From an optimization exercise on the open Yosys and OpenROAD flow, aimed at small area; shortcuts taken in it are not production practice. The RTL was checked by simulation tests, not by an equivalence proof against the original design. Power figures rest on the tool's default switching activity, not on a simulated workload.

$ cat design/flow/flow/run.sh
#!/bin/bash
# Layout flow: the standard flow (standard.sh) for every step, with these
# changes in how the layout is made:
#  - synthesis maps the logic with an area-oriented ABC script (abc_area.script
#    here, in place of ORFS's) and leaves adders to ABC (no ADDER_MAP_FILE);
#    the rest of synthesis is ORFS's, unchanged, so the registers are the
#    standard synthesis's;
#  - port buffers are sky130_fd_sc_hd__buf_1 (every port still gets one);
#  - clock tree synthesis leaves out dummy loads and uses clkbuf_8 buffers with
#    small sink clusters.
# Each step's full output goes to a log file in the work folder.
set -euo pipefail
WORK=$(pwd)
cp -r "$FLOW_HOME/scripts" "$WORK/scripts_own"
cp "$WORK/flow/abc_area.script" "$WORK/scripts_own/abc_area.script"
SCRIPTS_DIR="$WORK/scripts_own" ADDER_MAP_FILE= bash standard.sh synth > "$WORK/log_synth.txt" 2>&1
export BUFFER_PORTS_ARGS="-buffer_cell sky130_fd_sc_hd__buf_1"
export CTS_ARGS="-sink_clustering_enable -repair_clock_nets -dont_use_dummy_load -sink_clustering_size 18 -sink_clustering_max_diameter 30 -buf_list sky130_fd_sc_hd__clkbuf_8"
bash standard.sh finish > "$WORK/log_layout.txt" 2>&1
$ cat design/flow/flow/abc_area.script
strash
dch
map -a
mfs2 -a
strash
&get -n
&dch
&nf -R 1000
&put
topo
$ cat design/flow/standard.sh
#!/bin/bash
# synth_recipe.tcl (not shown) runs the flow's synth.tcl, then flattens the netlist and writes it again
# the make line also repeats each setting of config.mk as NAME=value (left out here)
make -C /OpenROAD-flow-scripts/flow DESIGN_CONFIG=/design/flow/config.mk WORK_HOME=/design/flow/orfs CLKGATE_MAP_FILE= SYNTH_SCRIPT=/design/flow/synth_recipe.tcl "${@:-finish}"
$ cat design/flow/config.mk
export PLATFORM = sky130hd
export DESIGN_NAME = zigbee_rx_back
export DESIGN_NICKNAME = zigbee_rx_back
export VERILOG_FILES = /design/flow/design.v
export SDC_FILE = /design/flow/constraint.sdc
export NUM_CORES = 4
export LEC_CHECK = 0
export ABC_AREA = 1
export CAP_MARGIN = 20
export CORE_MARGIN = 2
export CORE_UTILIZATION = 75
export PLACE_DENSITY = 0.88
export SLEW_MARGIN = 20
$ cat design/flow/constraint.sdc
create_clock -name core_clock -period 10.0 [get_ports {clk_i}]
set_input_delay 2.0000 -clock core_clock [delete_from_list [all_inputs] [get_ports {clk_i}]]
set_output_delay 2.0000 -clock core_clock [all_outputs]
set_load 0.01 [all_outputs]
$ cat design/flow/design.v
module zigbee_cordic_dec(input wire [4:0] ibb, input wire [4:0] qbb, output wire [3:0] d);
  wire n_new_n100;
  wire n_new_n101;
  wire n_new_n102;
  wire n_new_n103;
  wire n_new_n104;
  wire n_new_n105;
  wire n_new_n106;
  wire n_new_n107;
  wire n_new_n108;
  wire n_new_n109;
  wire n_new_n110;
  wire n_new_n111;
  wire n_new_n112;
  wire n_new_n113;
  wire n_new_n114;
  wire n_new_n115;
  wire n_new_n116;
  wire n_new_n117;
  wire n_new_n118;
  wire n_new_n119;
  wire n_new_n120;
  wire n_new_n121;
  wire n_new_n122;
  wire n_new_n123;
  wire n_new_n124;
  wire n_new_n125;
  wire n_new_n126;
  wire n_new_n127;
  wire n_new_n128;
  wire n_new_n129;
  wire n_new_n130;
  wire n_new_n131;
  wire n_new_n132;
  wire n_new_n133;
  wire n_new_n134;
  wire n_new_n135;
  wire n_new_n136;
  wire n_new_n137;
  wire n_new_n138;
  wire n_new_n139;
  wire n_new_n140;
  wire n_new_n141;
  wire n_new_n142;
  wire n_new_n143;
  wire n_new_n144;
  wire n_new_n145;
  wire n_new_n146;
  wire n_new_n147;
  wire n_new_n148;
  wire n_new_n149;
  wire n_new_n15;
  wire n_new_n150;
  wire n_new_n151;
  wire n_new_n152;
  wire n_new_n153;
  wire n_new_n154;
  wire n_new_n155;
  wire n_new_n156;
  wire n_new_n157;
  wire n_new_n158;
  wire n_new_n159;
  wire n_new_n16;
  wire n_new_n160;
  wire n_new_n161;
  wire n_new_n162;
  wire n_new_n163;
  wire n_new_n164;
  wire n_new_n165;
  wire n_new_n166;
  wire n_new_n167;
  wire n_new_n168;
  wire n_new_n169;
  wire n_new_n17;
  wire n_new_n170;
  wire n_new_n171;
  wire n_new_n172;
  wire n_new_n173;
  wire n_new_n174;
  wire n_new_n175;
  wire n_new_n176;
  wire n_new_n177;
  wire n_new_n178;
  wire n_new_n179;
  wire n_new_n18;
  wire n_new_n180;
  wire n_new_n181;
  wire n_new_n182;
  wire n_new_n183;
  wire n_new_n184;
  wire n_new_n185;
  wire n_new_n186;
  wire n_new_n187;
  wire n_new_n188;
  wire n_new_n189;
  wire n_new_n19;
  wire n_new_n190;
  wire n_new_n191;
  wire n_new_n192;
  wire n_new_n193;
  wire n_new_n194;
  wire n_new_n195;
  wire n_new_n196;
  wire n_new_n197;
  wire n_new_n198;
  wire n_new_n199;
  wire n_new_n20;
  wire n_new_n200;
  wire n_new_n201;
  wire n_new_n202;
  wire n_new_n203;
  wire n_new_n204;
  wire n_new_n205;
  wire n_new_n206;
  wire n_new_n207;
  wire n_new_n208;
  wire n_new_n209;
  wire n_new_n21;
  wire n_new_n210;
  wire n_new_n211;
  wire n_new_n212;
  wire n_new_n214;
  wire n_new_n215;
  wire n_new_n216;
  wire n_new_n217;
  wire n_new_n218;
  wire n_new_n219;
  wire n_new_n22;
  wire n_new_n220;
  wire n_new_n23;
  wire n_new_n24;
  wire n_new_n25;
  wire n_new_n26;
  wire n_new_n27;
  wire n_new_n28;
  wire n_new_n29;
  wire n_new_n30;
  wire n_new_n31;
  wire n_new_n32;
  wire n_new_n33;
  wire n_new_n34;
  wire n_new_n35;
  wire n_new_n37;
  wire n_new_n38;
  wire n_new_n39;
  wire n_new_n40;
  wire n_new_n41;
  wire n_new_n42;
  wire n_new_n43;
  wire n_new_n44;
  wire n_new_n45;
  wire n_new_n46;
  wire n_new_n47;
  wire n_new_n48;
  wire n_new_n49;
  wire n_new_n50;
  wire n_new_n51;
  wire n_new_n52;
  wire n_new_n53;
  wire n_new_n54;
  wire n_new_n55;
  wire n_new_n56;
  wire n_new_n57;
  wire n_new_n58;
  wire n_new_n59;
  wire n_new_n60;
  wire n_new_n61;
  wire n_new_n62;
  wire n_new_n63;
  wire n_new_n64;
  wire n_new_n65;
  wire n_new_n66;
  wire n_new_n67;
  wire n_new_n68;
  wire n_new_n69;
  wire n_new_n70;
  wire n_new_n71;
  wire n_new_n72;
  wire n_new_n73;
  wire n_new_n74;
  wire n_new_n75;
  wire n_new_n76;
  wire n_new_n77;
  wire n_new_n78;
  wire n_new_n79;
  wire n_new_n80;
  wire n_new_n81;
  wire n_new_n82;
  wire n_new_n83;
  wire n_new_n84;
  wire n_new_n85;
  wire n_new_n86;
  wire n_new_n87;
  wire n_new_n88;
  wire n_new_n89;
  wire n_new_n91;
  wire n_new_n92;
  wire n_new_n93;
  wire n_new_n94;
  wire n_new_n95;
  wire n_new_n96;
  wire n_new_n97;
  wire n_new_n98;
  wire n_new_n99;
  assign n_new_n15 = (ibb[0] & qbb[0]);
  assign n_new_n16 = (ibb[4] & qbb[0]);
  assign n_new_n17 = (qbb[1] & ~n_new_n16);
  assign n_new_n18 = (~qbb[1] & n_new_n16);
  assign n_new_n19 = (~n_new_n17 & ~n_new_n18);
  assign n_new_n20 = (ibb[0] & ibb[4]);
  assign n_new_n21 = (ibb[1] & ~n_new_n20);
  assign n_new_n22 = (~ibb[1] & n_new_n20);
  assign n_new_n23 = (~n_new_n21 & ~n_new_n22);
  assign n_new_n24 = (n_new_n19 & ~n_new_n23);
  assign n_new_n25 = (~n_new_n19 & n_new_n23);
  assign n_new_n26 = (~n_new_n24 & ~n_new_n25);
  assign n_new_n27 = (n_new_n15 & ~n_new_n26);
  assign n_new_n28 = (~n_new_n15 & n_new_n26);
  assign n_new_n29 = (~n_new_n27 & ~n_new_n28);
  assign n_new_n30 = (~ibb[4] & qbb[4]);
  assign n_new_n31 = (~qbb[0] & ~qbb[1]);
  assign n_new_n32 = (~qbb[2] & n_new_n31);
  assign n_new_n33 = (~qbb[3] & n_new_n32);
  assign n_new_n34 = (ibb[4] & ~qbb[4]);
  assign n_new_n35 = (~n_new_n33 & n_new_n34);
  assign d[3] = (~n_new_n30 & ~n_new_n35);
  assign n_new_n37 = (ibb[0] & d[3]);
  assign n_new_n38 = (~n_new_n29 & ~n_new_n37);
  assign n_new_n39 = (n_new_n29 & n_new_n37);
  assign n_new_n40 = (~n_new_n38 & ~n_new_n39);
  assign n_new_n41 = (qbb[4] & n_new_n33);
  assign n_new_n42 = (d[3] & ~n_new_n41);
  assign n_new_n43 = (~ibb[0] & ~ibb[1]);
  assign n_new_n44 = (~ibb[2] & n_new_n43);
  assign n_new_n45 = (ibb[4] & ~n_new_n44);
  assign n_new_n46 = (ibb[3] & n_new_n45);
  assign n_new_n47 = (~ibb[3] & ~n_new_n45);
  assign n_new_n48 = (~n_new_n46 & ~n_new_n47);
  assign n_new_n49 = (ibb[4] & ~n_new_n32);
  assign n_new_n50 = (qbb[3] & n_new_n49);
  assign n_new_n51 = (~qbb[3] & ~n_new_n49);
  assign n_new_n52 = (~n_new_n50 & ~n_new_n51);
  assign n_new_n53 = (~n_new_n48 & n_new_n52);
  assign n_new_n54 = (ibb[4] & ~n_new_n31);
  assign n_new_n55 = (qbb[2] & n_new_n54);
  assign n_new_n56 = (~qbb[2] & ~n_new_n54);
  assign n_new_n57 = (~n_new_n55 & ~n_new_n56);
  assign n_new_n58 = (ibb[4] & ~n_new_n43);
  assign n_new_n59 = (ibb[2] & n_new_n58);
  assign n_new_n60 = (~ibb[2] & ~n_new_n58);
  assign n_new_n61 = (~n_new_n59 & ~n_new_n60);
  assign n_new_n62 = (n_new_n57 & ~n_new_n61);
  assign n_new_n63 = (~n_new_n57 & n_new_n61);
  assign n_new_n64 = (~n_new_n62 & ~n_new_n63);
  assign n_new_n65 = (ibb[0] & n_new_n28);
  assign n_new_n66 = (~n_new_n24 & ~n_new_n65);
  assign n_new_n67 = (n_new_n64 & n_new_n66);
  assign n_new_n68 = (~n_new_n62 & ~n_new_n67);
  assign n_new_n69 = (~n_new_n53 & n_new_n68);
  assign n_new_n70 = (n_new_n48 & ~n_new_n52);
  assign n_new_n71 = (~ibb[3] & ibb[4]);
  assign n_new_n72 = (n_new_n44 & n_new_n71);
  assign n_new_n73 = (n_new_n42 & n_new_n72);
  assign n_new_n74 = (~n_new_n42 & ~n_new_n72);
  assign n_new_n75 = (~n_new_n73 & ~n_new_n74);
  assign n_new_n76 = (~n_new_n70 & n_new_n75);
  assign n_new_n77 = (~n_new_n69 & n_new_n76);
  assign n_new_n78 = (n_new_n42 & ~n_new_n77);
  assign n_new_n79 = (~n_new_n48 & ~n_new_n52);
  assign n_new_n80 = (n_new_n48 & n_new_n52);
  assign n_new_n81 = (~n_new_n19 & ~n_new_n23);
  assign n_new_n82 = (~n_new_n27 & ~n_new_n81);
  assign n_new_n83 = (~n_new_n64 & n_new_n82);
  assign n_new_n84 = (~n_new_n57 & ~n_new_n61);
  assign n_new_n85 = (~n_new_n83 & ~n_new_n84);
  assign n_new_n86 = (~n_new_n80 & ~n_new_n85);
  assign n_new_n87 = (~n_new_n79 & ~n_new_n86);
  assign n_new_n88 = (~d[3] & ~n_new_n72);
  assign n_new_n89 = (~n_new_n87 & n_new_n88);
  assign d[2] = (~n_new_n78 & ~n_new_n89);
  assign n_new_n91 = (qbb[0] & ~d[3]);
  assign n_new_n92 = (~n_new_n29 & ~n_new_n91);
  assign n_new_n93 = (n_new_n29 & n_new_n91);
  assign n_new_n94 = (~n_new_n92 & ~n_new_n93);
  assign n_new_n95 = (d[2] & n_new_n94);
  assign n_new_n96 = (n_new_n64 & ~n_new_n82);
  assign n_new_n97 = (~n_new_n83 & ~n_new_n96);
  assign n_new_n98 = (d[3] & ~n_new_n97);
  assign n_new_n99 = (qbb[0] & n_new_n28);
  assign n_new_n100 = (~n_new_n25 & ~n_new_n99);
  assign n_new_n101 = (~n_new_n64 & ~n_new_n100);
  assign n_new_n102 = (n_new_n64 & n_new_n100);
  assign n_new_n103 = (~d[3] & ~n_new_n102);
  assign n_new_n104 = (~n_new_n101 & n_new_n103);
  assign n_new_n105 = (~n_new_n98 & ~n_new_n104);
  assign n_new_n106 = (~n_new_n95 & ~n_new_n105);
  assign n_new_n107 = (n_new_n95 & n_new_n105);
  assign n_new_n108 = (~n_new_n106 & ~n_new_n107);
  assign n_new_n109 = (~n_new_n40 & n_new_n108);
  assign n_new_n110 = (~ibb[0] & ~qbb[0]);
  assign n_new_n111 = (~n_new_n15 & ~n_new_n110);
  assign n_new_n112 = (n_new_n94 & n_new_n111);
  assign n_new_n113 = (n_new_n40 & ~n_new_n108);
  assign n_new_n114 = (~n_new_n109 & ~n_new_n113);
  assign n_new_n115 = (~n_new_n112 & n_new_n114);
  assign n_new_n116 = (~n_new_n109 & ~n_new_n115);
  assign n_new_n117 = (~n_new_n53 & ~n_new_n70);
  assign n_new_n118 = (~n_new_n63 & ~n_new_n102);
  assign n_new_n119 = (~d[3] & n_new_n118);
  assign n_new_n120 = (d[3] & n_new_n85);
  assign n_new_n121 = (~n_new_n119 & ~n_new_n120);
  assign n_new_n122 = (~n_new_n117 & n_new_n121);
  assign n_new_n123 = (n_new_n117 & ~n_new_n121);
  assign n_new_n124 = (~n_new_n122 & ~n_new_n123);
  assign n_new_n125 = (~n_new_n94 & n_new_n105);
  assign n_new_n126 = (d[2] & ~n_new_n125);
  assign n_new_n127 = (n_new_n124 & ~n_new_n126);
  assign n_new_n128 = (~n_new_n124 & n_new_n126);
  assign n_new_n129 = (~n_new_n127 & ~n_new_n128);
  assign n_new_n130 = (~d[3] & ~n_new_n97);
  assign n_new_n131 = (~n_new_n64 & ~n_new_n66);
  assign n_new_n132 = (d[3] & ~n_new_n67);
  assign n_new_n133 = (~n_new_n131 & n_new_n132);
  assign n_new_n134 = (~n_new_n130 & ~n_new_n133);
  assign n_new_n135 = (n_new_n129 & ~n_new_n134);
  assign n_new_n136 = (~n_new_n129 & n_new_n134);
  assign n_new_n137 = (~n_new_n135 & ~n_new_n136);
  assign n_new_n138 = (n_new_n116 & n_new_n137);
  assign n_new_n139 = (~n_new_n116 & ~n_new_n137);
  assign n_new_n140 = (~n_new_n138 & ~n_new_n139);
  assign n_new_n141 = (~n_new_n40 & n_new_n134);
  assign n_new_n142 = (d[2] & ~n_new_n141);
  assign n_new_n143 = (~d[3] & n_new_n85);
  assign n_new_n144 = (d[3] & n_new_n68);
  assign n_new_n145 = (~n_new_n143 & ~n_new_n144);
  assign n_new_n146 = (~n_new_n117 & n_new_n145);
  assign n_new_n147 = (n_new_n117 & ~n_new_n145);
  assign n_new_n148 = (~n_new_n146 & ~n_new_n147);
  assign n_new_n149 = (n_new_n142 & n_new_n148);
  assign n_new_n150 = (~n_new_n142 & ~n_new_n148);
  assign n_new_n151 = (~n_new_n149 & ~n_new_n150);
  assign n_new_n152 = (~n_new_n105 & n_new_n151);
  assign n_new_n153 = (n_new_n40 & ~n_new_n134);
  assign n_new_n154 = (d[2] & ~n_new_n153);
  assign n_new_n155 = (~d[2] & ~n_new_n134);
  assign n_new_n156 = (~n_new_n94 & ~n_new_n111);
  assign n_new_n157 = (~n_new_n155 & ~n_new_n156);
  assign n_new_n158 = (~n_new_n154 & n_new_n157);
  assign n_new_n159 = (n_new_n94 & ~n_new_n110);
  assign n_new_n160 = (~n_new_n141 & ~n_new_n159);
  assign n_new_n161 = (~n_new_n158 & n_new_n160);
  assign n_new_n162 = (n_new_n105 & ~n_new_n151);
  assign n_new_n163 = (~n_new_n152 & ~n_new_n162);
  assign n_new_n164 = (~n_new_n161 & n_new_n163);
  assign n_new_n165 = (~n_new_n152 & ~n_new_n164);
  assign n_new_n166 = (n_new_n141 & n_new_n148);
  assign n_new_n167 = (~n_new_n165 & ~n_new_n166);
  assign n_new_n168 = (~n_new_n124 & n_new_n167);
  assign n_new_n169 = (~n_new_n70 & n_new_n118);
  assign n_new_n170 = (~d[3] & ~n_new_n53);
  assign n_new_n171 = (~n_new_n169 & n_new_n170);
  assign n_new_n172 = (d[3] & ~n_new_n87);
  assign n_new_n173 = (~n_new_n171 & ~n_new_n172);
  assign n_new_n174 = (n_new_n75 & n_new_n173);
  assign n_new_n175 = (~n_new_n75 & ~n_new_n173);
  assign n_new_n176 = (~n_new_n174 & ~n_new_n175);
  assign n_new_n177 = (~n_new_n168 & n_new_n176);
  assign n_new_n178 = (n_new_n168 & ~n_new_n176);
  assign n_new_n179 = (~n_new_n177 & ~n_new_n178);
  assign n_new_n180 = (n_new_n140 & n_new_n179);
  assign n_new_n181 = (~n_new_n135 & ~n_new_n138);
  assign n_new_n182 = (d[2] & ~n_new_n127);
  assign n_new_n183 = (n_new_n176 & ~n_new_n182);
  assign n_new_n184 = (~n_new_n176 & n_new_n182);
  assign n_new_n185 = (~n_new_n183 & ~n_new_n184);
  assign n_new_n186 = (n_new_n148 & ~n_new_n185);
  assign n_new_n187 = (~n_new_n148 & n_new_n185);
  assign n_new_n188 = (~n_new_n186 & ~n_new_n187);
  assign n_new_n189 = (n_new_n181 & ~n_new_n188);
  assign n_new_n190 = (~n_new_n181 & n_new_n188);
  assign n_new_n191 = (~n_new_n189 & ~n_new_n190);
  assign n_new_n192 = (~n_new_n140 & ~n_new_n191);
  assign n_new_n193 = (~n_new_n180 & ~n_new_n192);
  assign n_new_n194 = (~n_new_n140 & n_new_n179);
  assign n_new_n195 = (n_new_n124 & ~n_new_n167);
  assign n_new_n196 = (~n_new_n168 & ~n_new_n195);
  assign n_new_n197 = (n_new_n161 & ~n_new_n163);
  assign n_new_n198 = (~n_new_n164 & ~n_new_n197);
  assign n_new_n199 = (~n_new_n156 & n_new_n198);
  assign n_new_n200 = (n_new_n115 & n_new_n199);
  assign n_new_n201 = (n_new_n198 & ~n_new_n200);
  assign n_new_n202 = (n_new_n196 & n_new_n201);
  assign n_new_n203 = (~n_new_n112 & ~n_new_n199);
  assign n_new_n204 = (~n_new_n114 & ~n_new_n203);
  assign n_new_n205 = (~n_new_n115 & ~n_new_n204);
  assign n_new_n206 = (~n_new_n196 & ~n_new_n201);
  assign n_new_n207 = (n_new_n205 & ~n_new_n206);
  assign n_new_n208 = (~n_new_n202 & ~n_new_n207);
  assign n_new_n209 = (~n_new_n194 & n_new_n208);
  assign n_new_n210 = (~n_new_n193 & ~n_new_n209);
  assign n_new_n211 = (d[2] & n_new_n183);
  assign n_new_n212 = (~n_new_n187 & ~n_new_n211);
  assign d[1] = ~((~n_new_n190 & n_new_n212));
  assign n_new_n214 = (~n_new_n210 & d[1]);
  assign n_new_n215 = (n_new_n196 & ~n_new_n205);
  assign n_new_n216 = (~n_new_n180 & ~n_new_n200);
  assign n_new_n217 = (~n_new_n215 & n_new_n216);
  assign n_new_n218 = (~n_new_n140 & ~n_new_n179);
  assign n_new_n219 = (n_new_n191 & ~n_new_n218);
  assign n_new_n220 = (~n_new_n217 & n_new_n219);
  assign d[0] = ~((~n_new_n214 & ~n_new_n220));
endmodule
module zigbee_cordic_top (
	input  wire       reset_n,
	input  wire       clk,
	input  wire [4:0] ibb,
	input  wire [4:0] qbb,
	input  wire       iValid,
	output wire [4:0] wout,
	output wire       oValid
	);
	wire [3:0] d;
	zigbee_cordic_dec i_dec (.ibb(ibb), .qbb(qbb), .d(d));
	reg [4:0] dec_s0, dec_s1, dec_s2;
	reg v_s0, v_s1, v_s2;
	always @(posedge clk) begin
		dec_s0 <= {ibb[4], d};
		dec_s1 <= dec_s0;
		dec_s2 <= dec_s1;
	end
	always @(posedge clk, negedge reset_n) begin
		if (!reset_n) begin
			v_s0 <= 0;
			v_s1 <= 0;
			v_s2 <= 0;
		end else begin
			v_s0 <= iValid;
			v_s1 <= v_s0;
			v_s2 <= v_s1;
		end
	end
	assign wout = {~(dec_s2[4] ^ dec_s2[3]), ~dec_s2[3], dec_s2[2:0]};
	assign oValid = v_s2;
endmodule
module bit_recovery(
	input  logic       clk,
	input  logic       resetn,
	input  logic [4:0] phase,
	input  logic       ph_valid,
	output logic       data_bits
	);
	logic [4:0] phase_q, phase_diff;
	logic v1, v2, overflow, enable, bit_new;
	assign enable = v1 & ~v2;
	assign phase_diff = phase - phase_q;
	assign overflow = (phase[4] ^ phase_q[4]) ? 1'b0 : (phase_diff[4] ^ phase[4]);
	assign bit_new = overflow ? data_bits : ~phase_diff[4];
	always_ff @(posedge clk, negedge resetn) begin
		if (~resetn) begin
			v1 <= 0;
			v2 <= 0;
			phase_q <= 0;
			data_bits <= 0;
		end else begin
			v1 <= ph_valid;
			v2 <= v1;
			if (enable) begin
				phase_q <= phase;
				data_bits <= bit_new;
			end
		end
	end
endmodule
module cdr(
	input  logic clk,
	input  logic resetn_i,
	input  logic data_i,
	output logic data_en_o,
	output logic take_o
	);
	logic fall_q;
	logic T_w, E_w;
	logic q1, q2, q3, q4;
	logic [4:0] count;
	logic [4:0] cycles;
	logic en_rise_w, en_fall_w;
	assign T_w = q1 ^ q2;
	assign E_w = q2 ^ q4;
	assign cycles = ~T_w ? 5'd24 : (E_w ? 5'd25 : 5'd23);
	assign en_rise_w = count == 12;
	assign en_fall_w = count == cycles;
	assign take_o = fall_q;
	always_ff @(posedge clk, negedge resetn_i) begin
		if (~resetn_i) begin
			q1 <= 0;
			q2 <= 0;
			q3 <= 0;
			q4 <= 0;
			fall_q <= 0;
			count <= 24;
			data_en_o <= 0;
		end else begin
			if (en_rise_w) begin
				q1 <= data_i;
				q2 <= q1;
				q4 <= q3;
			end
			if (en_fall_w) begin
				q3 <= data_i;
				count <= 0;
			end else
				count <= count + 1;
			fall_q <= en_fall_w;
			data_en_o <= fall_q;
		end
	end
endmodule
module bit_recovery_CDR(
	input  logic       clk,
	input  logic       resetn,
	input  logic [4:0] phase_i,
	input  logic       ph_valid_i,
	output logic       data_en_o,
	output logic       take_o,
	output logic       data_w
	);
	bit_recovery i_bit_recovery(
		.clk(clk), .resetn(resetn), .phase(phase_i), .ph_valid(ph_valid_i), .data_bits(data_w));
	cdr i_cdr(
		.clk(clk), .resetn_i(resetn), .data_i(data_w), .data_en_o(data_en_o), .take_o(take_o));
endmodule
module fifo_rx (
	input  logic       clk,
	input  logic       reset_n,
	input  logic       en_cdr,
	input  logic       take,
	input  logic       data_in,
	input  logic       psel,
	input  logic       pwrite,
	input  logic       penable,
	output logic       pslverr,
	output logic [7:0] prdata,
	output logic       bit_o
	);
	logic [7:0] ring [0:3][0:15];
	logic [7:0] head [0:3];
	logic [8:0] sr;
	logic [2:0] i;
	logic [5:0] wr_ptr, rd_ptr, rd_next;
	logic last_wr;
	logic [3:0] x0, x1;
	logic pending;
	logic full, empty, wr_en, rd_en, adv, byp;
	logic [7:0] stg;
	logic [3:0] ins;
	assign empty = (wr_ptr == rd_ptr) && !last_wr;
	assign full = (wr_ptr == rd_ptr) && last_wr;
	assign pslverr = empty;
	assign wr_en = en_cdr && (i == 1);
	assign bit_o = sr[8];
	assign rd_en = psel && penable && !pwrite && !empty;
	assign adv = rd_en || (full && wr_en);
	assign rd_next = rd_ptr + 6'd4 + adv;
	assign stg = sr[7:0];
	assign byp = pending && (rd_ptr + 6'd1 == wr_ptr);
	always_comb begin
		for (integer b = 0; b < 4; b++)
			ins[b] = pending && (wr_ptr == 6'(61 + b));
	end
	assign x0 = rd_next[5:2];
	assign x1 = rd_next[5:2] + 4'd1;
	always_ff @(posedge clk)
		if (take)
			sr[0] <= sr[1];
	always_ff @(posedge clk) begin
		for (integer b = 0; b < 4; b++) begin
			logic [3:0] x;
			logic [7:0] d0;
			d0 = ins[b] ? stg : ring[b][15];
			ring[b][0] <= d0;
			for (integer k = 1; k < 16; k++)
				ring[b][k] <= ring[b][k-1];
			x = (b < rd_next[1:0]) ? x1 : x0;
			if (x[1:0] == 0) begin
				case (x[3:2])
					2'd0: head[b] <= d0;
					2'd1: head[b] <= ring[b][3];
					2'd2: head[b] <= ring[b][7];
					default: head[b] <= ring[b][11];
				endcase
			end
		end
	end
	always_ff @(posedge clk, negedge reset_n) begin
		if (~reset_n) begin
			sr[8:1] <= 0;
			i <= 0;
			wr_ptr <= 0;
			rd_ptr <= 0;
			last_wr <= 0;
			pending <= 0;
			prdata <= 0;
		end else begin
			if (take) begin
				sr[8:1] <= {data_in, sr[8:2]};
				i <= i + 1;
			end
			wr_ptr <= wr_ptr + 6'd4 + wr_en;
			rd_ptr <= rd_next;
			if (wr_en)
				last_wr <= 1;
			else if (adv)
				last_wr <= 0;
			if (wr_en)
				pending <= 1;
			else if (|ins)
				pending <= 0;
			if (rd_en)
				prdata <= byp ? stg : head[rd_ptr[1:0]];
			else
				prdata <= 0;
		end
	end
endmodule
module zigbee_rx_back (
  input  logic       clk_i,
  input  logic       resetn_i,
  input  logic [4:0] ibb_i,
  input  logic [4:0] qbb_i,
  input  logic       iq_valid_i,
  input  logic       psel_i,
  input  logic       penable_i,
  input  logic       pwrite_i,
  output logic [7:0] prdata_o,
  output logic       pslverr_o,
  output logic       bit_o,
  output logic       bit_en_o
);
  logic [4:0] cordic_phase;
  logic       cordic_valid;
  logic       cdr_bit;
  logic       cdr_take;
  logic       cdr_valid;
  zigbee_cordic_top i_cordic (
    .reset_n(resetn_i), .clk(clk_i), .ibb(ibb_i), .qbb(qbb_i), .iValid(iq_valid_i),
    .wout(cordic_phase), .oValid(cordic_valid));
  bit_recovery_CDR i_cdr (
    .clk(clk_i), .resetn(resetn_i), .phase_i(cordic_phase), .ph_valid_i(cordic_valid),
    .data_en_o(cdr_valid), .take_o(cdr_take), .data_w(cdr_bit));
  fifo_rx i_fifo_rx (
    .clk(clk_i), .reset_n(resetn_i), .en_cdr(cdr_valid), .take(cdr_take), .data_in(cdr_bit),
    .psel(psel_i), .pwrite(pwrite_i), .penable(penable_i),
    .pslverr(pslverr_o), .prdata(prdata_o), .bit_o(bit_o));
  assign bit_en_o = cdr_valid;
endmodule
==> results.txt, run 1 <==
| Group | Result | Value |
|:---|:---|:---|
| final layout | Fraction of final layout cells sized beyond drive strength 1 | 6.07% |
| critical path | Critical-path maximum fanout | 9 |
| sta | Highest clock rate | 151 MHz |
| logic synthesis | Register area share after synthesis | 81.6% |
| drt | Drt first pass iters | 12 |
| floorplan | Vertical die dimension | 149 um |
| logic synthesis | Main area contributors after synthesis | sky130_fd_sc_hd__dfxtp_1 67%, sky130_fd_sc_hd__dfrtp_1 8.4%, sky130_fd_sc_hd__edfxtp_1 6.3% |
| logic synthesis | Warning count from the yosys run | 6 |
| sta | Tightest slew margin relative to the limit | 22.0% |
| clock tree | Number of levels in the clock H-tree | 3 |
| logic synthesis | Fraction of synthesized cell area in xor and xnor cells | 2.93% |
| logic synthesis | Adder-Cell Fraction of Synth Area | 0.190% |
| sta | Final worst clock skew | 0.0724 ns |
| min path | Type of the tightest min-delay check | reg2reg |
| clock tree | Register clock-pin slew on the reported worst setup and hold paths | 0.08 ns |
| clock tree | Total of hold buffers inserted after clock tree synthesis | 0 |
| sta | Shortest clock period the worst path allows after layout | 6.61 ns |
| critical path | Most numerous cell on the critical path | sky130_fd_sc_hd__nand2_1 |
| drt | Sum of routed wire length over all layers | 34.3 mm |
| power | Worst-case vdd ir drop | 0.225 mV |
| logic synthesis | Number of instances in the synthesized netlist | 1108 |
| drt | Routed met2 length | 16.4 mm |
| grt | Number of global-route vias before repair | 9260 |
| drt | Via-per-instance ratio | 6.09 |
| drt | Detailed-route via count | 9020 |
| drt | Number of nets with antenna violations after detailed routing | 0 |
| grt | Pin count of the biggest net entering global routing | 46 |
| grt | Global-route wire length before repair | 52.3 mm |
| floorplan | Total die area | 0.0223 mm^2 |
| grt | Number of antenna violations at the first check in global routing | 2 |
| floorplan | Starting Density | 75.8% |
| sta | Slew Viols, Final | 0 |
| final layout | Nets@finish | 1221 |
| clock tree | Root Buffer | sky130_fd_sc_hd__clkbuf_8 |
| critical path | Slowest Stage Delay on Critical Path | 0.43 ns |
| critical path | Category of the worst setup path launch point | primary input |
| logic synthesis | Mean area per synthesized cell | 14.3 um^2 |
| clock tree | CTS tree | yes |
| logic synthesis | Cell with the most instances after synthesis | sky130_fd_sc_hd__dfxtp_1 |
| clock tree | Number of post-CTS setup repair buffers | 0 |
| drt | Met1 wire length | 12.9 mm |
| logic synthesis | Async SR Flop Fraction | 8.94% |
| final layout | Synthesis-to-finish area growth | 8.78% |
| sta | Setup repair after global routing missed its margin | false |
| logic synthesis | Synth Area in Compound Gates | 7.08% |
| place | Number of port buffers | 26 |
| drt | Routed wl met3 | 3.06 mm |
| logic synthesis | Commonest register cell after synthesis | sky130_fd_sc_hd__dfxtp_1 |
| critical path | WS Path Type | in2reg |
| critical path | Worst EP required | 10.47 ns |
| clock tree | Total clock sinks | 615 |
| job | Max cap viols | 0 |
| critical path | Cell chain of the critical path | buf_1, nand2_1, xnor2_1, and2_0, nor2_1, and3_1, o311ai_0, o21ai_0, or2_0, nand2_1, xor2_1, clkinv_1, maj3_1, a21boi_0, and2_0, xor2_1, mux2_1, o21ai_0, nand2_1 |
| sta | Post-Route Hold Slack | 0.274 ns |
| clock tree | Clock insertion delay at the later pin of the skew report | 0.60 ns |
| sta | Final hold viol count | 0 |
| sta | Setup violators final | 0 |
| grt | Total global routing track utilization | 31.9% |
| logic synthesis | Share of synthesized cell area in and, or, nand and nor gates | 6.40% |
| logic synthesis | Post-synthesis instance area | 0.0158 mm^2 |
| logic synthesis | Number of library cell types mapped by synthesis | 46 |
| drt | Top layer used by detailed routing | met5 |
| place | RD Place Congestion | 0.950 |
| clock tree | Resize count post-CTS | 0 |
| logic synthesis | Dominant combinational cell family by area after synthesis | compound AO/OA/AOI/OAI gates |
| sta | Sum of negative setup slack | 0 ns |
| power | Lkg Pwr | 6.88 nW |
| logic synthesis | Dominant cell type by area after synthesis | sky130_fd_sc_hd__dfxtp_1 |
| clock tree | Number of clock buffers inserted by TritonCTS | 67 |
| place | Post-detailed-placement half-perimeter wirelength | 20.4 mm |
| drt | Starting DRC count in detailed routing | 1219 |
| grt | Remaining Overflow, GRT | 0 |
| drt | Average routed wire per standard cell | 23.2 um |
| critical path | CP max stage cell | sky130_fd_sc_hd__o311ai_0 |
| logic synthesis | Number of synthesized flops with an enable pin | 33 |
| floorplan | Cell Rows | 53 |
| floorplan | Overall die width | 149 um |
| logic synthesis | Post-synthesis sequential element count | 615 |
| critical path | Crit. End Element | flop |
| power | Power density cells | 303 mW/mm^2 |
| outcome | Run status | timing/DRC/antenna clean |
| drt | Final routed DRC violation total | 0 |
| floorplan | # IOs | 27 |
| critical path | Signal arrival time at the worst endpoint | 7.08 ns |
| logic synthesis | Commonest cells in the netlist | 527 x sky130_fd_sc_hd__dfxtp_1, 139 x sky130_fd_sc_hd__nand2_1, 55 x sky130_fd_sc_hd__o21ai_0 |
| logic synthesis | Proportion of netlist area held by the largest area contributor | 66.7% |
| clock tree | Max Root-Sink Buffers | 3 |
| floorplan | Core Region | 0.0209 mm^2 |
| sta | Part of the cycle the worst path needs | 66.1% |
| logic synthesis | Mux share of post-synthesis cell area | 1.26% |
| sta | Worst slew pin tran | 1.14 ns |
| logic synthesis | Net Count, Synth | 1124 |
-- critical path, delay by kind of cell --
family                   cells  cell delay [ns]
buffers and inverters        2             0.52
multiplexers                 1             0.31
AND/OR/NAND/NOR              8             1.79
AO/OA/AOI/OAI                4             1.23
XOR/XNOR                     3             0.88
adder cells (fa/ha/maj)      1             0.36
-- power breakdown --
part	internal, W	total, W	switching [W]
Clock	0.000597	0.00135	0.000755
Combinational	0.000285	0.00105	0.000767
Sequential	0.00267	0.00282	0.000150
-- stage by stage --
stage | std cells | setup slack (ns) | area, um^2 | power [W] | util [%]
2_1_floorplan | 1108 | 4.40 | 15800 | 0.00348 | -
3_3_place_gp | 1411 | 3.93 | 16300 | 0.00373 | 78.0
3_5_place_dp | 1411 | 3.23 | 16300 | 0.00383 | 78.0
4_1_cts | 1478 | 3.57 | 17200 | 0.00519 | 82.4
5_1_grt | 1478 | 3.27 | 17200 | 0.00540 | 82.4
6_report | 1480 | 3.39 | 17200 | 0.00522 | 82.4
-- cell usage in the layout, fill, tap and decap left out, types with 10 or more instances in the layout --
cell type and n:
sky130_fd_sc_hd__xor2_1 26, sky130_fd_sc_hd__nand3_1 11, sky130_fd_sc_hd__o21ai_0 54, sky130_fd_sc_hd__clkinv_1 21
sky130_fd_sc_hd__nor2_1 36, sky130_fd_sc_hd__dfxtp_1 527, sky130_fd_sc_hd__a222oi_1 39, sky130_fd_sc_hd__a21oi_1 32
sky130_fd_sc_hd__xnor2_1 27, sky130_fd_sc_hd__dfrtp_1 53, sky130_fd_sc_hd__buf_1 25, sky130_fd_sc_hd__edfxtp_1 33
sky130_fd_sc_hd__clkbuf_8 67, sky130_fd_sc_hd__nor2b_1 10, sky130_fd_sc_hd__nand2_1 139, sky130_fd_sc_hd__mux2_1 16
-- layer usage --
metal / vias to the layer above / global-route usage, %
li1: 3921 / -
met1: 4337 / 39.8
met2: 598 / 52.4
met3: 162 / 7.19
met4: 2 / 17.3
met5: - / 0
-- cell type report --
type | count | area, um^2
diodes | 2 | 5.00
multi-input cells | 472 | 2830
inverters | 21 | 78.8
fillers | 904 | 3670
well taps | 275 | 344
clock buffers | 67 | 922
flip-flops and latches | 615 | 12900
repair buffers | 28 | 114
-- registers in the layout, indices dropped and copies added, names as in the netlist, 3 cells and up --
signal / cells
i_fifo_rx.ring: 512
i_fifo_rx.head: 32
i_fifo_rx.sr: 9
i_fifo_rx.prdata: 8
i_fifo_rx.rd_ptr: 6
i_fifo_rx.wr_ptr: 6
i_cdr.i_bit_recovery.phase_q: 5
i_cdr.i_cdr.count: 5
i_cordic.dec_s0: 5
i_cordic.dec_s1: 5
i_cordic.dec_s2: 5
i_fifo_rx.i: 3
-- worst paths after layout --
check | from | to | slack, ns | cells after the start
hold reg to reg | i_fifo_rx.ring[34][4] | i_fifo_rx.ring[35][4] | 0.27 | 0
max in group asynchronous | resetn_i | i_fifo_rx.rd_ptr[0] | 7.77 | 2
hold / removal | i_fifo_rx.ring[34][4] | i_fifo_rx.ring[35][4] | 0.27 | 0
setup reg to reg | i_fifo_rx.wr_ptr[3] | i_fifo_rx.head[2][2] | 3.59 | 17
min in group asynchronous | resetn_i | i_cordic.v_s0 | 1.28 | 1
setup / recovery | ibb_i[4] | i_cordic.dec_s0[0] | 3.39 | 19
-- cells by family after synthesis --
family	count (synthesis)
AOI/OAI and AO/OA	164
xor gates and xnor gates	53
adders and majority gates	3
buffers and inverters	21
DFF	615
muxes	18
and+or+nand+nor	234
==> run 2: changes to the inputs <==
--- a/design/flow/design.v
+++ b/design/flow/design.v
@@ -542,48 +542,59 @@
 	output logic [7:0] prdata,
 	output logic       bit_o
 	);
-	logic [7:0] ring [0:3][0:15];
+	logic [7:0] ring [0:3][0:14];
 	logic [7:0] head [0:3];
 	logic [8:0] sr;
 	logic [2:0] i;
-	logic [5:0] wr_ptr, rd_ptr, rd_next;
-	logic last_wr;
-	logic [3:0] x0, x1;
-	logic pending;
-	logic full, empty, wr_en, rd_en, adv, byp;
+	logic [1:0] rd_bank, last_bank, rd_bank_next;
+	logic [3:0] rd_row, last_row, rd_row_next, rd_row_next1, last_row_next;
+	logic [6:0] cnt;
+	logic pending, inserted;
+	logic full, empty, wr_en, rd_en, adv, byp, ins, clr;
 	logic [7:0] stg;
-	logic [3:0] ins;
-	assign empty = (wr_ptr == rd_ptr) && !last_wr;
-	assign full = (wr_ptr == rd_ptr) && last_wr;
+	function automatic logic [3:0] row_step(input logic [3:0] r, input logic two);
+		logic [4:0] s;
+		s = r + 5'd1 + two;
+		row_step = (s >= 5'd15) ? 4'(s - 5'd15) : s[3:0];
+	endfunction
+	assign empty = cnt == 0;
+	assign full = cnt[6];
 	assign pslverr = empty;
 	assign wr_en = en_cdr && (i == 1);
 	assign bit_o = sr[8];
 	assign rd_en = psel && penable && !pwrite && !empty;
 	assign adv = rd_en || (full && wr_en);
-	assign rd_next = rd_ptr + 6'd4 + adv;
+	assign rd_bank_next = rd_bank + adv;
+	assign rd_row_next = row_step(rd_row, adv && (rd_bank == 2'd3));
+	assign rd_row_next1 = (rd_row_next == 4'd14) ? 4'd0 : rd_row_next + 4'd1;
+	assign last_row_next = row_step(last_row, wr_en && (last_bank == 2'd3));
 	assign stg = sr[7:0];
-	assign byp = pending && (rd_ptr + 6'd1 == wr_ptr);
+	assign byp = pending && (cnt == 7'd1);
+	assign ins = pending && !inserted && (last_row == 4'd14);
+	assign clr = pending && inserted && (last_row == 4'd3);
+	logic near_full;
+	logic [1:0] cnt_d;
+	logic [3:0] supp;
+	assign near_full = cnt[6] || (cnt[5:2] == 4'b1111 && cnt[1:0] != 2'b00);
+	assign cnt_d = cnt[1:0] - 2'd1;
 	always_comb begin
-		for (integer b = 0; b < 4; b++)
-			ins[b] = pending && (wr_ptr == 6'(61 + b));
+		for (integer b = 0; b < 4; b++) begin
+			logic [1:0] m;
+			m = 2'(b - rd_bank);
+			supp[b] = near_full && !(adv && rd_bank == b) &&
+			          ({1'b0, m} + (pending && !inserted) <= {1'b0, cnt_d});
+		end
 	end
-	assign x0 = rd_next[5:2];
-	assign x1 = rd_next[5:2] + 4'd1;
-	always_ff @(posedge clk)
-		if (take)
-			sr[0] <= sr[1];
 	always_ff @(posedge clk) begin
 		for (integer b = 0; b < 4; b++) begin
 			logic [3:0] x;
-			logic [7:0] d0;
-			d0 = ins[b] ? stg : ring[b][15];
-			ring[b][0] <= d0;
-			for (integer k = 1; k < 16; k++)
-				ring[b][k] <= ring[b][k-1];
-			x = (b < rd_next[1:0]) ? x1 : x0;
-			if (x[1:0] == 0) begin
+			ring[b][0] <= (ins && last_bank == b) ? stg : ring[b][14];
+			for (integer j = 1; j < 15; j++)
+				ring[b][j] <= ring[b][j-1];
+			x = (b < rd_bank_next) ? rd_row_next1 : rd_row_next;
+			if (x[1:0] == 0 && !supp[b]) begin
 				case (x[3:2])
-					2'd0: head[b] <= d0;
+					2'd0: head[b] <= ring[b][14];
 					2'd1: head[b] <= ring[b][3];
 					2'd2: head[b] <= ring[b][7];
 					default: head[b] <= ring[b][11];
@@ -591,32 +602,44 @@
 			end
 		end
 	end
+	always_ff @(posedge clk) begin
+		if (take)
+			sr[0] <= sr[1];
+	end
 	always_ff @(posedge clk, negedge reset_n) begin
 		if (~reset_n) begin
 			sr[8:1] <= 0;
 			i <= 0;
-			wr_ptr <= 0;
-			rd_ptr <= 0;
-			last_wr <= 0;
+			rd_bank <= 0;
+			rd_row <= 0;
+			last_bank <= 2'd3;
+			last_row <= 4'd14;
+			cnt <= 0;
 			pending <= 0;
+			inserted <= 0;
 			prdata <= 0;
 		end else begin
 			if (take) begin
 				sr[8:1] <= {data_in, sr[8:2]};
 				i <= i + 1;
 			end
-			wr_ptr <= wr_ptr + 6'd4 + wr_en;
-			rd_ptr <= rd_next;
-			if (wr_en)
-				last_wr <= 1;
-			else if (adv)
-				last_wr <= 0;
-			if (wr_en)
+			rd_bank <= rd_bank_next;
+			rd_row <= rd_row_next;
+			last_bank <= last_bank + wr_en;
+			last_row <= last_row_next;
+			if (wr_en && !adv)
+				cnt <= cnt + 1;
+			else if (adv && !wr_en)
+				cnt <= cnt - 1;
+			if (wr_en) begin
 				pending <= 1;
-			else if (|ins)
+				inserted <= 0;
+			end else if (ins)
+				inserted <= 1;
+			else if (clr)
 				pending <= 0;
 			if (rd_en)
-				prdata <= byp ? stg : head[rd_ptr[1:0]];
+				prdata <= byp ? stg : head[rd_bank];
 			else
 				prdata <= 0;
 		end
--- a/design/flow/flow/run.sh
+++ b/design/flow/flow/run.sh
@@ -15,5 +15,5 @@
 cp "$WORK/flow/abc_area.script" "$WORK/scripts_own/abc_area.script"
 SCRIPTS_DIR="$WORK/scripts_own" ADDER_MAP_FILE= bash standard.sh synth > "$WORK/log_synth.txt" 2>&1
 export BUFFER_PORTS_ARGS="-buffer_cell sky130_fd_sc_hd__buf_1"
-export CTS_ARGS="-sink_clustering_enable -repair_clock_nets -dont_use_dummy_load -sink_clustering_size 18 -sink_clustering_max_diameter 30 -buf_list sky130_fd_sc_hd__clkbuf_8"
+export CTS_ARGS="-sink_clustering_enable -repair_clock_nets -dont_use_dummy_load -sink_clustering_size 16 -sink_clustering_max_diameter 50 -buf_list sky130_fd_sc_hd__clkbuf_8"
 bash standard.sh finish > "$WORK/log_layout.txt" 2>&1
==> results.txt, run 2 <==
| Group | Result | Value | Delta |
|:---|:---|:---|:---|
| critical path | CP top delay family | simple AND/OR/NAND/NOR gates |  |
| drt | Final routed DRC violation total | 0 | unchanged |
| sta | Minimum setup slack in the final design | 3.80 ns | +0.415 ns |
| sta | Highest clock rate | 161 MHz | +6.7% |
| clock tree | Register clock-pin slew on the reported worst setup and hold paths | 0.09 ns | about the same |
| drt | Via-per-instance ratio | 5.91 | -3.1% |
| sta | Part of the cycle the worst path needs | 62.0% | -4.1 points |
| drt | Drt first pass iters | 10 | -2 |
| final layout | Nets@finish | 1202 | -1.6% |
| sta | Tightest slew margin relative to the limit | 34.6% | +13 points |
| place | Number of port buffers | 26 | unchanged |
| sta | Setup repair after global routing missed its margin | false |  |
| clock tree | Number of post-CTS setup repair buffers | 0 | unchanged |
| logic synthesis | Commonest cells in the netlist | 495 x sky130_fd_sc_hd__dfxtp_1, 125 x sky130_fd_sc_hd__nand2_1, 55 x sky130_fd_sc_hd__dfrtp_1 |  |
| clock tree | Number of levels in the clock H-tree | 2 | -1 |
| sta | Final hold viol count | 0 | unchanged |
| final layout | Flip-flop count of the largest register after layout | 480 | -6.3% |
| place | RD Place Congestion | 0.934 | -1.7% |
| clock tree | Resize count post-CTS | 0 | unchanged |
| floorplan | Core Region | 0.0204 mm^2 | -2.2% |
| place | Place WS | 3.36 ns | +0.137 ns |
| power | Worst-case vdd ir drop | 0.206 mV | -8.8% |
| critical path | Critical-path maximum fanout | 12 | +3 |
| logic synthesis | Net Count, Synth | 1127 | +0.27% |
| sta | Shortest clock period the worst path allows after layout | 6.20 ns | -0.415 ns |
| outcome | Run status | timing/DRC/antenna clean |  |
| clock tree | Number of clock buffers inserted by TritonCTS | 43 | -36% |
| floorplan | Overall die width | 149 um | -0.31% |
| grt | Total global routing track utilization | 28.5% | -3.3 points |
| critical path | Combined buffer and inverter count along the critical path | 1 | -1 |
| logic synthesis | Post-synthesis sequential element count | 590 | -4.1% |
| logic synthesis | Cell with the most instances after synthesis | sky130_fd_sc_hd__dfxtp_1 |  |
| final layout | Non-filler cells, final | 1454 | -1.8% |
| sta | Post-Route Hold Slack | 0.270 ns | -0.00407 ns |
| final layout | Commonest cells after routing, fill and taps aside | 495 x sky130_fd_sc_hd__dfxtp_1, 125 x sky130_fd_sc_hd__nand2_1, 55 x sky130_fd_sc_hd__dfrtp_1 |  |
| critical path | WS Path Type | in2reg |  |
| logic synthesis | Post-synthesis instance area | 0.0157 mm^2 | -0.64% |
| grt | Number of antenna violations at the first check in global routing | 0 | -2 |
| sta | Final worst clock skew | 0.0768 ns | +0.00438 ns |
| final layout | Fraction of final layout cells sized beyond drive strength 1 | 4.65% | -1.4 points |
| floorplan | Starting Density | 77.0% | +1.2 points |
| final layout | Synthesis-to-finish area growth | 6.73% |  |
| power | Lkg Pwr | 6.79 nW | -1.2% |
| critical path | Cell chain of the critical path | buf_1, nor2_1, nand3_1, nand2_1, nand2_1, nand2b_1, and3_1, or2_0, nand4_1, nand3_1, nor2_1, nand2_1, and3_1, o21ai_0, nor2b_1, a222oi_1, nand2_1 |  |
| grt | Pin count of the biggest net entering global routing | 63 | +37% |
| logic synthesis | Number of library cell types mapped by synthesis | 40 | -13% |
| logic synthesis | Number of synthesized flops with an enable pin | 33 | unchanged |
| grt | Number of global-route vias before repair | 8780 | -5.2% |
| sta | Worst slew pin tran | 0.954 ns | -0.184 ns |
| logic synthesis | Commonest register cell after synthesis | sky130_fd_sc_hd__dfxtp_1 |  |
| final layout | Antenna Diode Count | 0 | -2 |
| final layout | Share of the core filled with cells in the final layout | 82.2% | -0.27 points |
| logic synthesis | Mean area per synthesized cell | 14.2 um^2 | -0.91% |
| drt | Sum of routed wire length over all layers | 30.3 mm | -12% |
| critical path | Worst EP required | 10.41 ns | -0.06 ns |
| drt | Average routed wire per standard cell | 20.9 um | -9.9% |
| logic synthesis | Number of instances in the synthesized netlist | 1111 | +0.27% |
| clock tree | Max Root-Sink Buffers | 3 | unchanged |
| final layout | Registers with the most flip-flops | i_fifo_rx.ring: 480 flops, i_fifo_rx.head: 32 flops, i_fifo_rx.sr: 9 flops |  |
| final layout | Biggest register | i_fifo_rx.ring |  |
| drt | Starting DRC count in detailed routing | 1078 | -12% |
| job | Max cap viols | 0 | unchanged |
| power | Power density cells | 296 mW/mm^2 | -2.4% |
| sta | Slew Viols, Final | 0 | unchanged |
| critical path | Signal arrival time at the worst endpoint | 6.61 ns | -0.47 ns |
| logic synthesis | Register area share after synthesis | 79.2% | -2.4 points |
| grt | Remaining Overflow, GRT | 0 | unchanged |
| critical path | Category of the worst setup path launch point | primary input |  |
| drt | Detailed-route via count | 8586 | -4.8% |
| min path | Type of the tightest min-delay check | reg2reg |  |
| logic synthesis | Async SR Flop Fraction | 10.5% | +1.6 points |
| clock tree | CTS tree | yes |  |
| logic synthesis | Warning count from the yosys run | 6 | unchanged |
| final layout | Most common library cell in the layout ignoring fill and taps | sky130_fd_sc_hd__dfxtp_1 |  |
| floorplan | # IOs | 27 | unchanged |
| drt | Number of nets with antenna violations after detailed routing | 0 | unchanged |
| clock tree | Clock insertion delay at the later pin of the skew report | 0.58 ns | -0.02 ns |
| grt | Global-route wire length before repair | 47.8 mm | -8.6% |
| place | Post-detailed-placement half-perimeter wirelength | 20.2 mm | -0.86% |
| clock tree | Total clock sinks | 590 | -4.1% |
| critical path | Crit. End Element | flop |  |
| logic synthesis | Main area contributors after synthesis | sky130_fd_sc_hd__dfxtp_1 63%, sky130_fd_sc_hd__dfrtp_1 8.8%, sky130_fd_sc_hd__edfxtp_1 6.3% |  |
| logic synthesis | Proportion of netlist area held by the largest area contributor | 63.0% | -3.6 points |
| clock tree | Total of hold buffers inserted after clock tree synthesis | 0 | unchanged |
| logic synthesis | Dominant cell type by area after synthesis | sky130_fd_sc_hd__dfxtp_1 |  |
| critical path | Most numerous cell on the critical path | sky130_fd_sc_hd__nand2_1 |  |
| floorplan | Total die area | 0.0221 mm^2 | -0.62% |
| critical path | CP max stage cell | sky130_fd_sc_hd__nor2b_1 |  |
| clock tree | Root Buffer | sky130_fd_sc_hd__clkbuf_8 |  |
| floorplan | Cell Rows | 52 | -1.9% |
| floorplan | Vertical die dimension | 149 um | -0.31% |
| critical path | Slowest Stage Delay on Critical Path | 0.72 ns | +0.29 ns |
| place | Placed cell count | 1411 | unchanged |
| sta | Sum of negative setup slack | 0 ns | unchanged |
| sta | Setup violators final | 0 | unchanged |
## run 2: changes by cell type after synthesis, sizes merged, moves of 6 or more
cell / delta
clkinv: -10
dfxtp: -32
nand2: -14
mux2: +30
a22oi: +15
nor2: +15
o21ai: -27
a222oi: -6
o21a: +11
a31oi: +7
## run 2: area by class of cell
class | instances | area, um^2
inverters | 11 | 41.3
well taps | 270 | 338
fillers | 1033 | 3640
multi-input cells | 510 | 3220
repair buffers | 30 | 129
flip-flops and latches | 590 | 12500
clock buffers | 43 | 592
## run 2: power by group
part / leakage [nW] / internal, W / switching, W
Sequential: 5.08 / 0.00261 / 0.000195
Clock: 0.309 / 0.000387 / 0.000654
Combinational: 1.41 / 0.000325 / 0.000797
## run 2: stage by stage
step                cell area, um^2  power (W)
global route                  16800    0.00519
finish                        16800    0.00497
floorplan                     15700    0.00354
global placement              16200    0.00387
CTS                           16800    0.00495
detailed placement            16200    0.00393
## run 2: logic make-up (layout without fill, tap and decap cells)
logic type	Yosys count	after routing	share of synthesized area, %
fa+ha+maj	1	1	0.0637
compound gates	159	159	7.06
mux	49	49	3.48
xor+xnor	51	51	2.84
simple gates	250	250	7.06
flops	590	590	79.2
buf+inv	11	84	0.263
## run 2: path summary, 6_finish.rpt
kind	startpoint	to	slack, ns	cells after the start
worst max register to register	i_fifo_rx.cnt[1]	i_fifo_rx.head[2][6]	3.92	19
worst max-delay path	pwrite_i	i_fifo_rx.head[2][6]	3.80	17
min in group asynchronous	resetn_i	i_cdr.i_cdr.count[1]	1.59	2
worst min register to register	i_fifo_rx.ring[20][5]	i_fifo_rx.ring[21][5]	0.27	0
worst min-delay path	i_fifo_rx.ring[20][5]	i_fifo_rx.ring[21][5]	0.27	0
max in group asynchronous	resetn_i	i_fifo_rx.sr[3]	7.85	2
## run 2: worst reg2reg max path: stages, from the launching register on
cell	delay [ns]
sky130_fd_sc_hd__dfrtp_1	0.49
sky130_fd_sc_hd__nor2_1	0.38
sky130_fd_sc_hd__nand2_1	0.18
sky130_fd_sc_hd__nor4_1	0.29
sky130_fd_sc_hd__nor2_1	0.08
sky130_fd_sc_hd__nand3_1	0.40
sky130_fd_sc_hd__nand2_1	0.32
sky130_fd_sc_hd__nand2_1	0.18
sky130_fd_sc_hd__nand2b_1	0.11
sky130_fd_sc_hd__and3_1	0.19
sky130_fd_sc_hd__or2_0	0.25
sky130_fd_sc_hd__nand4_1	0.16
sky130_fd_sc_hd__nand3_1	0.26
sky130_fd_sc_hd__nor2_1	0.65
sky130_fd_sc_hd__nand2_1	0.14
sky130_fd_sc_hd__and3_1	0.27
sky130_fd_sc_hd__o21ai_0	0.45
sky130_fd_sc_hd__nor2b_1	0.72
sky130_fd_sc_hd__a222oi_1	0.22
sky130_fd_sc_hd__nand2_1	0.16
## run 2: layer usage
metal	share of wire, %	track usage [%]	vias to the layer above
li1	-	-	3948
met1	40	37.9	4140
met2	49	47.4	393
met3	7.0	4.98	105
met4	3.9	11.8	0
met5	0	0	-
==> run 3: changes to the inputs <==
--- a/design/flow/design.v
+++ b/design/flow/design.v
@@ -585,21 +585,25 @@
 			          ({1'b0, m} + (pending && !inserted) <= {1'b0, cnt_d});
 		end
 	end
-	always_ff @(posedge clk) begin
+	logic [3:0] tsel [0:3];
+	logic [3:0] hold;
+	always_comb begin
 		for (integer b = 0; b < 4; b++) begin
 			logic [3:0] x;
+			x = (b < rd_bank_next) ? rd_row_next1 : rd_row_next;
+			for (integer j = 0; j < 4; j++)
+				tsel[b][j] = (x == 4'(4 * j)) && !supp[b];
+			hold[b] = !(|tsel[b]);
+		end
+	end
+	always_ff @(posedge clk) begin
+		for (integer b = 0; b < 4; b++) begin
 			ring[b][0] <= (ins && last_bank == b) ? stg : ring[b][14];
 			for (integer j = 1; j < 15; j++)
 				ring[b][j] <= ring[b][j-1];
-			x = (b < rd_bank_next) ? rd_row_next1 : rd_row_next;
-			if (x[1:0] == 0 && !supp[b]) begin
-				case (x[3:2])
-					2'd0: head[b] <= ring[b][14];
-					2'd1: head[b] <= ring[b][3];
-					2'd2: head[b] <= ring[b][7];
-					default: head[b] <= ring[b][11];
-				endcase
-			end
+			head[b] <= (ring[b][14] & {8{tsel[b][0]}}) | (ring[b][3] & {8{tsel[b][1]}}) |
+			           (ring[b][7] & {8{tsel[b][2]}}) | (ring[b][11] & {8{tsel[b][3]}}) |
+			           (head[b] & {8{hold[b]}});
 		end
 	end
 	always_ff @(posedge clk) begin
==> results.txt, run 3 <==
| Group | Result | Value | Delta |
|:---|:---|:---|:---|
| outcome | Run status | timing/DRC/antenna clean |  |
| sta | Sum of negative setup slack | 0 ns | unchanged |
| grt | Total global routing track utilization | 29.6% | +1.1 points |
| logic synthesis | Proportion of netlist area held by the largest area contributor | 67.8% | +4.8 points |
| critical path | Crit. End Element | flop |  |
| final layout | Share of the core filled with cells in the final layout | 82.2% | about the same |
| drt | Number of nets with antenna violations after detailed routing | 0 | unchanged |
| place | Placed cell count | 1424 | +0.92% |
| critical path | Cell chain of the critical path | buf_1, nor2_1, nand3_1, nand2_1, a21oi_1, nor2b_1, and2_0, or2_0, nand4_1, a21oi_1, a21oi_1, nor4b_1, nand2b_1, nor2_1, a211o_1, nor3b_1, a222oi_1, nand2_1 |  |
| grt | Remaining Overflow, GRT | 0 | unchanged |
| logic synthesis | Number of synthesized flops with an enable pin | 1 | -97% |
| clock tree | Total clock sinks | 590 | unchanged |
| drt | Sum of routed wire length over all layers | 31.7 mm | +4.5% |
| power | Switching share of power | 32.2% | -0.90 points |
| power | Internal power of the cells | 0.00320 W | -3.7% |
| place | Place WS | 3.24 ns | -0.127 ns |
| drt | Drt first pass iters | 9 | -1 |
| final layout | Non-filler cells, final | 1470 | +1.1% |
| final layout | Antenna Diode Count | 0 | unchanged |
| power | Combinational power share | 21.6% | -1.0 points |
| final layout | Commonest cells after routing, fill and taps aside | 527 x sky130_fd_sc_hd__dfxtp_1, 83 x sky130_fd_sc_hd__nand2_1, 70 x sky130_fd_sc_hd__nor2_1 |  |
| floorplan | Overall die width | 148 um | -0.50% |
| clock tree | Clock insertion delay at the later pin of the skew report | 0.59 ns | about the same |
| critical path | CP top delay family | simple AND/OR/NAND/NOR gates |  |
| critical path | Category of the worst setup path launch point | primary input |  |
| logic synthesis | Number of library cell types mapped by synthesis | 46 | +15% |
| sta | Final hold viol count | 0 | unchanged |
| sta | Worst slew pin tran | 1.27 ns | +0.320 ns |
| clock tree | Resize count post-CTS | 0 | unchanged |
| final layout | Fraction of final layout cells sized beyond drive strength 1 | 5.25% | +0.60 points |
| power | Sequential fraction of design power | 55.6% | -0.9 points |
| place | RD Place Congestion | 0.967 | +3.5% |
| critical path | Signal arrival time at the worst endpoint | 7.02 ns | +0.41 ns |
| logic synthesis | Commonest register cell after synthesis | sky130_fd_sc_hd__dfxtp_1 |  |
| min path | Type of the tightest min-delay check | reg2reg |  |
| logic synthesis | Dominant cell type by area after synthesis | sky130_fd_sc_hd__dfxtp_1 |  |
| logic synthesis | Main area contributors after synthesis | sky130_fd_sc_hd__dfxtp_1 68%, sky130_fd_sc_hd__dfrtp_1 8.8%, sky130_fd_sc_hd__mux2_1 3.3% |  |
| sta | Setup violators final | 0 | unchanged |
| sta | Highest clock rate | 153 MHz | -4.9% |
| floorplan | Total die area | 0.0219 mm^2 | -1.0% |
| critical path | Combined buffer and inverter count along the critical path | 1 | unchanged |
| power | Worst-case vdd ir drop | 0.220 mV | +7.1% |
| place | Post-detailed-placement half-perimeter wirelength | 20.0 mm | -1.4% |
| sta | Shortest clock period the worst path allows after layout | 6.52 ns | +0.319 ns |
| grt | Pin count of the biggest net entering global routing | 63 | unchanged |
| logic synthesis | Warning count from the yosys run | 7 | +1 |
| logic synthesis | Mean area per synthesized cell | 13.8 um^2 | -2.2% |
| final layout | Flip-flop count of the largest register after layout | 480 | unchanged |
| power | Lkg Pwr | 6.77 nW | -0.38% |
| final layout | Registers with the most flip-flops | i_fifo_rx.ring: 480 flops, i_fifo_rx.head: 32 flops, i_fifo_rx.sr: 9 flops |  |
| clock tree | Number of clock buffers inserted by TritonCTS | 45 | +4.7% |
| final layout | Synthesis-to-finish area growth | 7.16% |  |
| sta | Part of the cycle the worst path needs | 65.2% | +3.2 points |
| logic synthesis | Async SR Flop Fraction | 10.5% | unchanged |
| floorplan | Cell Rows | 52 | unchanged |
| logic synthesis | Cell with the most instances after synthesis | sky130_fd_sc_hd__dfxtp_1 |  |
| sta | Slew Viols, Final | 0 | unchanged |
| clock tree | CTS tree | yes |  |
| floorplan | Core Region | 0.0203 mm^2 | -0.64% |
| floorplan | Starting Density | 76.7% | -0.31 points |
| logic synthesis | Number of instances in the synthesized netlist | 1124 | +1.2% |
| drt | Detailed-route via count | 8798 | +2.5% |
| floorplan | # IOs | 27 | unchanged |
| logic synthesis | Post-synthesis sequential element count | 590 | unchanged |
| power | Power density cells | 283 mW/mm^2 | -4.4% |
| critical path | CP max stage cell | sky130_fd_sc_hd__nor3b_1 |  |
| grt | Number of global-route vias before repair | 8859 | +0.90% |
| sta | Setup repair after global routing missed its margin | false |  |
| sta | Final worst clock skew | 0.0711 ns | -0.00568 ns |
| final layout | Fillcell total | 976 | -5.5% |
| place | Number of port buffers | 26 | unchanged |
| drt | Starting DRC count in detailed routing | 989 | -8.3% |
| logic synthesis | Post-synthesis instance area | 0.0156 mm^2 | -1.0% |
| drt | Final routed DRC violation total | 0 | unchanged |
| sta | Post-Route Hold Slack | 0.281 ns | +0.0113 ns |
| critical path | Critical-path maximum fanout | 12 | unchanged |
| logic synthesis | Commonest cells in the netlist | 527 x sky130_fd_sc_hd__dfxtp_1, 83 x sky130_fd_sc_hd__nand2_1, 70 x sky130_fd_sc_hd__nor2_1 |  |
| clock tree | Number of levels in the clock H-tree | 2 | unchanged |
| clock tree | Total of hold buffers inserted after clock tree synthesis | 0 | unchanged |
| job | Max cap viols | 0 | unchanged |
| final layout | Nets@finish | 1218 | +1.3% |
| grt | Number of antenna violations at the first check in global routing | 0 | unchanged |
| final layout | Most common library cell in the layout ignoring fill and taps | sky130_fd_sc_hd__dfxtp_1 |  |
| grt | Global-route wire length before repair | 49.6 mm | +3.7% |
| sta | Tightest slew margin relative to the limit | 14.9% | -20 points |
| floorplan | Vertical die dimension | 148 um | -0.50% |
| power | Switching Power | 0.00152 W | -7.6% |
| drt | Average routed wire per standard cell | 21.6 um | +3.4% |
| critical path | Worst EP required | 10.51 ns | +0.10 ns |
| clock tree | Register clock-pin slew on the reported worst setup and hold paths | 0.10 ns | about the same |
| sta | Minimum setup slack in the final design | 3.48 ns | -0.319 ns |
| logic synthesis | Register area share after synthesis | 78.0% | -1.2 points |
| power | Clk pwr share | 22.7% | +1.8 points |
| logic synthesis | Net Count, Synth | 1140 | +1.2% |
| final layout | Biggest register | i_fifo_rx.ring |  |
| critical path | WS Path Type | in2reg |  |
| clock tree | Max Root-Sink Buffers | 3 | unchanged |
| clock tree | Root Buffer | sky130_fd_sc_hd__clkbuf_8 |  |
| critical path | Slowest Stage Delay on Critical Path | 1.09 ns | +0.37 ns |
| drt | Via-per-instance ratio | 5.99 | +1.4% |
| critical path | Most numerous cell on the critical path | sky130_fd_sc_hd__a21oi_1 |  |
| clock tree | Number of post-CTS setup repair buffers | 0 | unchanged |
[run 3: cell types whose count changed after synthesis, sizes merged, moves of 5 or more]
cell and change:
nand2 -42, dfxtp +32, edfxtp -32, nor2 +19
nor3 +19, a22oi +18, a31oi -11, o21a -8
and3 +7, a222oi +6, a21oi +5, o21ai -5
[run 3: power groups by stage]
stage / registers (W) / clock network [W] / logic [W]
after floorplan: 0.00262 / 0 / 0.000704
after global placement: 0.00267 / 0 / 0.000891
after detailed placement: 0.00267 / 0 / 0.000952
after CTS: 0.00262 / 0.00109 / 0.000985
after global routing: 0.00264 / 0.00118 / 0.00112
final: 0.00263 / 0.00107 / 0.00102
[run 3: path summary, 6_finish.rpt]
kind                       depth (start not counted)                   end                 start  slack, ns
min in group asynchronous                          2  i_fifo_rx.rd_bank[0]              resetn_i       1.61
max in group asynchronous                          2         i_cordic.v_s1              resetn_i       7.80
setup reg to reg                                  20  i_fifo_rx.head[0][3]      i_fifo_rx.cnt[0]       3.81
hold / removal                                     0  i_fifo_rx.ring[1][4]  i_fifo_rx.ring[0][4]       0.28
hold reg to reg                                    0  i_fifo_rx.ring[1][4]  i_fifo_rx.ring[0][4]       0.28
setup / recovery                                  18  i_fifo_rx.head[0][3]              pwrite_i       3.48
[run 3: cells by family (layout without fill, tap and decap cells)]
kind of cell	after synthesis	in the layout	share of synthesized area [%]
fa+ha+maj	3	3	0.193
buf+inv	15	91	0.362
compound gates	167	167	7.77
xor+xnor	49	49	2.76
simple gates	252	252	7.45
mux	48	48	3.46
flops	590	590	78.0
[run 3: worst register-to-register path, delay by kind of cell (launching register included)]
family / cells / cell delay [ns]
AO/OA/AOI/OAI: 3 / 1.06
AND/OR/NAND/NOR: 17 / 4.66
flip-flops: 1 / 0.46
[run 3: final cells by class]
cell class / instances / area [um^2] / area share, %
Clock buffer: 45 / 619 / 3.71
Inverter: 15 / 56.3 / 0.338
Multi-Input combinational cell: 519 / 3390 / 20.3
Sequential cell: 590 / 12100 / 72.8
Tap cell: 270 / 338 / 2.03
Timing Repair Buffer: 31 / 134 / 0.803
[run 3: routing by layer]
layer	part of all wire [%]	vias up	track usage, %	wire, um
met1	41	4259	39.4	13100
li1	-	4041	-	-
met3	6.9	92	4.97	2190
met5	0	-	0	0
met4	3.6	0	11.3	1130
met2	48	406	49.5	15300
[run 3: stage by stage]
stage / instance area, um^2 / total power, W
global placement: 16000 / 0.00356
finish: 16700 / 0.00472
global route: 16700 / 0.00494
CTS: 16600 / 0.00469
detailed placement: 16000 / 0.00363
floorplan: 15600 / 0.00332

==> afterwards: timing with drivers on the ports <==
The flow's constraints put no driver on any port. The routed layouts listed below were extracted and timed again, unchanged, in two steps. Step 1 (the two cells are an assumption about what drives the block):
set clk [get_ports {clk_i}]
set_driving_cell -lib_cell sky130_fd_sc_hd__clkbuf_16 $clk
set_driving_cell -lib_cell sky130_fd_sc_hd__buf_2 [delete_from_list [all_inputs] $clk]
Step 2 adds t to the input delays and takes it off the output delays; t is the mean of the earliest and latest rising clock arrival at the registers after step 1. Input paths then give back, and output paths get back, about the clock's delay inside the block. Three values: ideal ports, drivers, drivers and shift; two values: the first two.
| run | t, ns | setup slack, ns | worst setup path after step 2 | worst register clock-pin slew, ns |
|---|---|---|---|---|
| run 1 | 0.609 | 3.389 / 3.410 / 2.801 | input to register | 0.10 / 0.10 |
| run 2 | 0.586 | 3.804 / 3.819 / 3.234 | input to register | 0.10 / 0.10 |
| run 3 | 0.591 | 3.485 / 3.507 / 2.916 | input to register | 0.10 / 0.10 |
After both steps setup and hold are still met in every run listed. The setup slack of run 1, which loses most, moves by +0.021 ns with the drivers and by -0.588 ns with both steps.
